Source: an optimization exercise on an open RTL-to-GDS flow (aim: small area). Production flows keep margins and buffers that such runs may drop.
The RTL was checked by simulation tests, not by an equivalence proof against the original design.
Power is estimated from default activity; no workload was simulated.

## build 62
## IKAOPM
module IKAOPM #(parameter FULLY_SYNCHRONOUS = 1, parameter FAST_RESET = 0) (
    input   wire            i_EMUCLK,  
    input   wire            i_phiM_PCEN_n,  
    input   wire            i_IC_n,    
    output  wire            o_phi1,
    input   wire            i_CS_n,
    input   wire            i_RD_n,
    input   wire            i_WR_n,
    input   wire            i_A0,
    input   wire    [7:0]   i_D,
    output  wire    [7:0]   o_D,
    output  wire            o_D_OE,
    output  wire            o_CT2,  
    output  wire            o_CT1,  
    output  wire            o_IRQ_n,
    output  wire            o_SH1,
    output  wire            o_SH2,
    output  wire            o_SO,
    output  wire            o_EMU_R_SAMPLE, o_EMU_L_SAMPLE,
    output  wire signed     [15:0]  o_EMU_R_EX, o_EMU_L_EX,
    output  wire signed     [15:0]  o_EMU_R, o_EMU_L
);
Size: roughly 9000 cells after synthesis, roughly 4200 flip-flops, about 97 I/O pins, roughly 160000 sq um of cells after synthesis.
clock: 10.0 ns
lec_check: 0
cap_margin: 20
core_margin: 2
core_utilization: 70
cts_buf_list: sky130_fd_sc_hd__clkbuf_8
cts_cluster_diameter: 55
cts_cluster_size: 20
place_density: 0.82
slew_margin: 20
run.sh (not shown) runs the stock make flow with config.mk's settings and CLKGATE_MAP_FILE= SYNTH_SCRIPT=/design/flow/synth_recipe.tcl, a recipe that flattens the netlist after the stock synthesis.
Relative to build 62, the following input files were edited for build 16:
- CTS_CLUSTER_DIAMETER now 60, was 55
- CTS_CLUSTER_SIZE now 18, was 20
### Flow results
The clock tree cell share of total cell area on build 16 is in line with that on build 62.
The global-route wire length before repair was comparable across build 16 and build 62.
On area added between synthesis and finish, build 16 and build 62 are neck and neck.
Per the comparison of build 16 with build 62, final cell count without fillers was more or less identical; critical path data required time ~0 delta; clock period minus worst slack comparable.
Both conditions hold for build 16: the flow ran to the end and the final layout passed the timing, design-rule and antenna checks.
The sequential share of layout area of build 16 and that of build 62 are within noise of each other.
Delta (build 16 minus build 62): final critical-path share of the clock period ~0 delta, via count held steady, final area now sits at about the same level.
Input-level comparison between build 38 and build 16:
- CTS_CLUSTER_SIZE changed from 18 to 17
- CTS_CLUSTER_DIAMETER changed from 60 to 70
==> run notes <==
- Power: build 38 draws more than build 16
- Reported for build 38 and build 16, horizontal extent of the die turned out identical to the last digit.
- Relative to build 16, clock power increased by about 1% in build 38.
- Compared build 16 against build 38; synthesis-to-layout area growth within noise.
- On utilization of the core after routing, build 38 and build 16 are basically level.

--- another note on this design; it stands on its own ---

==> inputs of v14 <==
## IKAOPM
module IKAOPM #(parameter FULLY_SYNCHRONOUS = 1, parameter FAST_RESET = 0) (
    input   wire            i_EMUCLK,  
    input   wire            i_phiM_PCEN_n,  
    input   wire            i_IC_n,    
    output  wire            o_phi1,
    input   wire            i_CS_n,
    input   wire            i_RD_n,
    input   wire            i_WR_n,
    input   wire            i_A0,
    input   wire    [7:0]   i_D,
    output  wire    [7:0]   o_D,
    output  wire            o_D_OE,
    output  wire            o_CT2,  
    output  wire            o_CT1,  
    output  wire            o_IRQ_n,
    output  wire            o_SH1,
    output  wire            o_SH2,
    output  wire            o_SO,
    output  wire            o_EMU_R_SAMPLE, o_EMU_L_SAMPLE,
    output  wire signed     [15:0]  o_EMU_R_EX, o_EMU_L_EX,
    output  wire signed     [15:0]  o_EMU_R, o_EMU_L
);
wire            phi1pcen_n, phi1ncen_n;
  ...
export LEC_CHECK = 0
export CAP_MARGIN = 20
export CORE_MARGIN = 2
export CORE_UTILIZATION = 65
export CTS_BUF_LIST = sky130_fd_sc_hd__clkbuf_8
export CTS_CLUSTER_DIAMETER = 60
export CTS_CLUSTER_SIZE = 15
export PLACE_DENSITY = 0.75
export SLEW_MARGIN = 20
create_clock -name core_clock -period 10.0 [get_ports {i_EMUCLK}]
run.sh (not shown) runs the stock make flow with config.mk's settings and CLKGATE_MAP_FILE= SYNTH_SCRIPT=/design/flow/synth_recipe.tcl, a recipe that flattens the netlist after the stock synthesis.
==> v12: changes against v14 <==
- CTS_BUF_LIST: sky130_fd_sc_hd__clkbuf_8 -> sky130_fd_sc_hd__clkbuf_16
- CTS_CLUSTER_DIAMETER: 60 -> 100
- CTS_CLUSTER_SIZE: 15 -> 26
==> comparison <==
- In flip-flop and latch count, v14 and v12 do not differ.
- In non-clock buffer count, v14 and v12 do not differ.
- Against v14, the first-iteration DRC count of v12 is larger by about 12%.
- Combinational power is about the same in v12 and v14.
- In sequential share of layout area, v14 and v12 hardly differ.
- Against v12, the clock power of v14 is lower by about 2%.
- Sequential power is about the same in v14 and v12.
==> figures <==
| metric | v12 | v14 |
|---|---|---|
| Count of inserted antenna diode cells | 3 | 9 |
| Overall power after layout | 30500 uW | 30300 uW |
| Clock latency of the later-clocked register in the worst-skew pair | 0.87 ns | 1.16 ns |
| Combinational power share | 3.7% | 3.8% |
| Terminating pin of the worst hold path | REG.FULLY_SYNCHRONOUS_1_busctrl.wr_n_syncchain[1] | ACC.l_sample_det[1] |
| Clock network contribution to total cell area | 3.25% | 3.25% |
| Uppermost layer routed | met5 | met4 |
| Overall Global Routing Usage | 21.5% | 21.5% |
| Met3 WL post-DR | 12700 um | 15100 um |
| Layout Cells excl Fill | 12453 | 12644 |
| Net Switching | 6250 uW | 6290 uW |
| Clock Power Share | 28.7% | 28.3% |
| Met3 global-route usage | 2.65% | 3.48% |
| Register share of the cell area | 76.1% | 76.1% |
| Run status | timing/DRC/antenna clean | timing/DRC/antenna clean |
| Worst IR drop on VDD | 200 uV | 138 uV |

-- what the ideal ports hide --
In the flow no input, the clock included, has a driving cell. The finished layouts below were timed again as built, in two steps.
Step 1 assumes that a clkbuf_16 drives the clock port and a buf_2 every other input.
Step 2, shift: input delay + t, output delay - t, t = (earliest + latest rising clock arrival at the registers) / 2. This alone moves slack from input paths to output paths.
Three values: ideal ports, drivers, drivers and shift; two values: the first two.
| run | shift t [ns] | slack for setup (ns) | worst hold slack (ns) |
|---|---|---|---|
| build 62 | 1.115 | 2.524 / 2.524 / 2.524 | 0.337 / 0.337 / 0.337 |
| build 16 | 1.131 | 2.525 / 2.525 / 2.525 | 0.335 / 0.335 / 0.335 |
| build 38 | 1.119 | 2.491 / 2.491 / 2.491 | 0.336 / 0.336 / 0.336 |
| v14 | 1.192 | 3.496 / 3.496 / 3.496 | 0.335 / 0.335 / 0.335 |
| v12 | 0.949 | 3.441 / 3.441 / 3.441 | 0.336 / 0.336 / 0.336 |
After both steps setup and hold are still met in every run listed.
